What follows belongs to an exercise in optimizing a design on an open flow for small area, a short achievable clock period and few clock cycles per item; a production flow would make more cautious choices. RTL that was checked went through simulation tests only; none was proved equivalent to the original.

Design multiplier, start of the top module:
module multiplier #(MANT_BITS=23, EXP_BITS=8)(
	input wire clk,
	input wire reset_n,
	input wire input_valid,
	input logic [EXP_BITS+MANT_BITS:0] in_a,
	input logic [EXP_BITS+MANT_BITS:0] in_b,
	output logic [EXP_BITS+MANT_BITS:0] data_out,
	output logic output_valid
);
localparam [1:0] IDLE = 2'd0, SHIFT = 2'd1, MUL = 2'd2, LOAD = 2'd3;
logic [1:0] st;
logic [7:0] ea, eb;
logic za, zb;
logic [9:0] esum;               
logic slow;
assign ea = in_a[30:23];
assign eb = in_b[30:23];
assign za = (ea == 8'd0);
assign zb = (eb == 8'd0);
assign esum = {2'b0, ea | {7'b0, za}} + {2'b0, eb | {7'b0, zb}};
assign slow = (za & ~zb & (|in_a[22:0])) | (zb & ~za & (|in_b[22:0]));
logic [23:0] sh;                
logic        sh_a;              
logic [8:0]  e;                 
logic        s126_r;
wire shifting = (st == SHIFT) && !sh[23] && !e[8] && !s126_r;
always_ff @(posedge clk) begin
	if (st == IDLE)
		sh_a <= za;
	if (st == LOAD)
		sh <= {1'b0, sh_a ? in_a[22:0] : in_b[22:0]};
	else if (shifting)
		sh <= sh << 1;
end
wire use_sh = (st == MUL);
wire [23:0] x = (use_sh && sh_a) ? sh : {~za, in_a[22:0]};
wire [23:0] y = (use_sh && !sh_a) ? sh : {~zb, in_b[22:0]};
	wire one0 = y[0] ^ 1'b0;
	wire two0 = (y[1] & ~y[0] & ~1'b0) | (~y[1] & y[0] & 1'b0);
	wire neg0 = y[1];
  ...
For scale: about 1,800 cells after synthesis, about 110 flip-flops, ~19,000 sq um of cells after synthesis.
==> flow/config.mk <==
export PLATFORM = sky130hd
export DESIGN_NAME = multiplier
export DESIGN_NICKNAME = multiplier
export VERILOG_FILES = /design/flow/design.v
export SDC_FILE = /design/flow/constraint.sdc
export NUM_CORES = 4
export LEC_CHECK = 0
export CAP_MARGIN = 20
export CORE_MARGIN = 2
export CORE_UTILIZATION = 65
export SETUP_SLACK_MARGIN = 2.3
export SLEW_MARGIN = 20
export SYNTH_HIERARCHICAL = 1
==> flow/constraint.sdc <==
create_clock -name core_clock -period 8.0 [get_ports {clk}]
set_input_delay 1.6000 -clock core_clock [delete_from_list [all_inputs] [get_ports {clk}]]
set_output_delay 1.6000 -clock core_clock [all_outputs]
set_load 0.01 [all_outputs]
standard.sh (not shown) runs the stock make flow with config.mk's settings and CLKGATE_MAP_FILE= SYNTH_SCRIPT=/design/flow/synth_recipe.tcl, a recipe that flattens the netlist after the stock synthesis.
==> flow/flow/run.sh <==
#!/bin/bash
set -euo pipefail
export BUFFER_PORTS_ARGS="-buffer_cell sky130_fd_sc_hd__buf_4"
bash standard.sh > standard.log 2>&1
Testbench counts at the start, summed over its fixed seeds: cycles 3,200, items 3,200.
Next try:
--- a/flow/design.v
+++ b/flow/design.v
@@ -1542,60 +1542,60 @@
 	wire s917, c918;
 	mul_fa us917 (s743, c826, s827, s917, c918);
 	wire s919, c920;
 	mul_fa us919 (s747, c828, s829, s919, c920);
 	wire s921, c922;
 	mul_fa us921 (c748, s831, c830, s921, c922);
 	wire s923, c924;
 	mul_fa us923 (pp310, s833, c832, s923, c924);
 	wire s925, c926;
 	mul_fa us925 (s835, pp311, c834, s925, c926);
 	wire s927, c928;
 	mul_fa us927 (pp336, pp312, c836, s927, c928);
-wire [16:0] lo_sum = {1'b0, {c862, c860, c858, c856, c854, c852, c850, c848, c846, c844, c842, c840, c838, pp3, pp2, neg0}} + {1'b0, {s863, s861, s859, s857, s855, s853, s851, s849, s847, s845, s843, s841, s839, s837, 1'b0, pp1}};
-logic [31:0] ra, rb;
+wire [18:0] lo_sum = {1'b0, {c866, c864, c862, c860, c858, c856, c854, c852, c850, c848, c846, c844, c842, c840, c838, pp3, pp2, neg0}} + {1'b0, {s867, s865, s863, s861, s859, s857, s855, s853, s851, s849, s847, s845, s843, s841, s839, s837, 1'b0, pp1}};
+logic [29:0] ra, rb;
 logic rc;
 logic sgn, inf_r, zero_r;
 always_ff @(posedge clk) begin
-	ra <= {s927, s925, s923, c920, c918, s917, c914, c912, c910, c908, s907, c904, c902, c900, c898, c896, c894, c892, c890, c888, c886, c884, c882, c880, c878, c876, c874, c872, c870, c868, c866, c864};
-	rb <= {c926, c924, c922, s921, s919, c916, s915, s913, s911, s909, c906, s905, s903, s901, s899, s897, s895, s893, s891, s889, s887, s885, s883, s881, s879, s877, s875, s873, s871, s869, s867, s865};
-	rc <= lo_sum[16];
+	ra <= {s927, s925, s923, c920, c918, s917, c914, c912, c910, c908, s907, c904, c902, c900, c898, c896, c894, c892, c890, c888, c886, c884, c882, c880, c878, c876, c874, c872, c870, c868};
+	rb <= {c926, c924, c922, s921, s919, c916, s915, s913, s911, s909, c906, s905, s903, s901, s899, s897, s895, s893, s891, s889, s887, s885, s883, s881, s879, s877, s875, s873, s871, s869};
+	rc <= lo_sum[18];
 	sgn <= in_a[31] ^ in_b[31];
 	inf_r <= (ea == 8'hff) || (eb == 8'hff) || (esum >= 10'd382);
 	zero_r <= (za && in_a[22:0] == 0) || (zb && in_b[22:0] == 0) || (esum < 10'd128);
 	if (st == IDLE) begin
 		e <= 9'(esum - 10'd127);
 		s126_r <= (esum == 10'd128);
 	end else if (shifting)
 		e <= e - 9'd1;
 end
 always_ff @(posedge clk, negedge reset_n) begin
 	if (!reset_n) begin
 		st <= IDLE;
 		output_valid <= 1'b0;
 	end else begin
 		output_valid <= (st == MUL) || (st == IDLE && input_valid && !slow);
 		case (st)
 			IDLE: if (input_valid && slow) st <= LOAD;
 			LOAD: st <= SHIFT;
 			SHIFT: if (!shifting) st <= MUL;
 			default: st <= IDLE;
 		endcase
 	end
 end
-wire [32:0] ps = {ra, 1'b1} + {rb, rc};    
-wire [31:0] p = ps[32:1];                     
-wire p47 = p[31];
-wire p46 = p[30];
-wire [22:0] mo = p47 ? p[30:8] : p[29:7];
+wire [30:0] ps = {ra, 1'b1} + {rb, rc};    
+wire [29:0] p = ps[30:1];                     
+wire p47 = p[29];
+wire p46 = p[28];
+wire [22:0] mo = p47 ? p[28:6] : p[27:5];
 wire [7:0] e1 = e[7:0] + 8'd1;
 wire [7:0] eo = p47 ? e1 : (s126_r && !p46) ? 8'd0 : e[7:0];
 assign data_out = {sgn, inf_r ? {8'hff, 23'd0} : zero_r ? 31'd0 : {eo, mo}};
 endmodule
 module mul_fa(input a, input b, input c, output s, output co);
 	assign s = a ^ b ^ c;
 	assign co = (a & b) | (a & c) | (b & c);
 endmodule
 module mul_bselp(input one, input two, input xi, input xim, output t);
 	assign t = (one & xi) | (two & xim);
 endmodule
 module mul_bsel(input one, input two, input xi, input xim, output tn);
After rerunning: Die area shrinks by 0.63%. Worst hold slack loses 0.011 ns. Synthesized cell count rises by 0.51%. Cell count rose by 1.4%. Fmax goes down by 2.1%. Via count went up by 2.8%.
Only the layout flow was run in the second run of this note; the RTL was not checked for function there.

[port drivers added, routing unchanged]
Ports are ideal in the flow. The routed layouts listed here were re-timed in OpenROAD. Step 1: set_driving_cell puts a clkbuf_16 on clk and a buf_2 on each other input, an assumption about the parent block. Step 2 also shifts input and output timing later by t, the mid clock arrival at the registers, as if the neighbouring blocks saw the same clock. Slacks: no drivers / after step 1 / after step 2; pairs: no drivers / after step 1.
| run | shift t [ns] | setup WS [ns] | worst data-port slew with drivers (ns) | pins driven straight from the clock port |
|---|---|---|---|---|
| the first run | 0.406 | 2.426 / 2.426 / 2.053 | 0.05 | 1 |
| the second run | 0.424 | 2.305 / 2.335 / 1.910 | 0.06 | 1 |
After both steps every run listed still meets setup and hold. For the second run, which loses most, drivers alone change the setup slack by +0.030 ns; drivers and shift together by -0.395 ns.
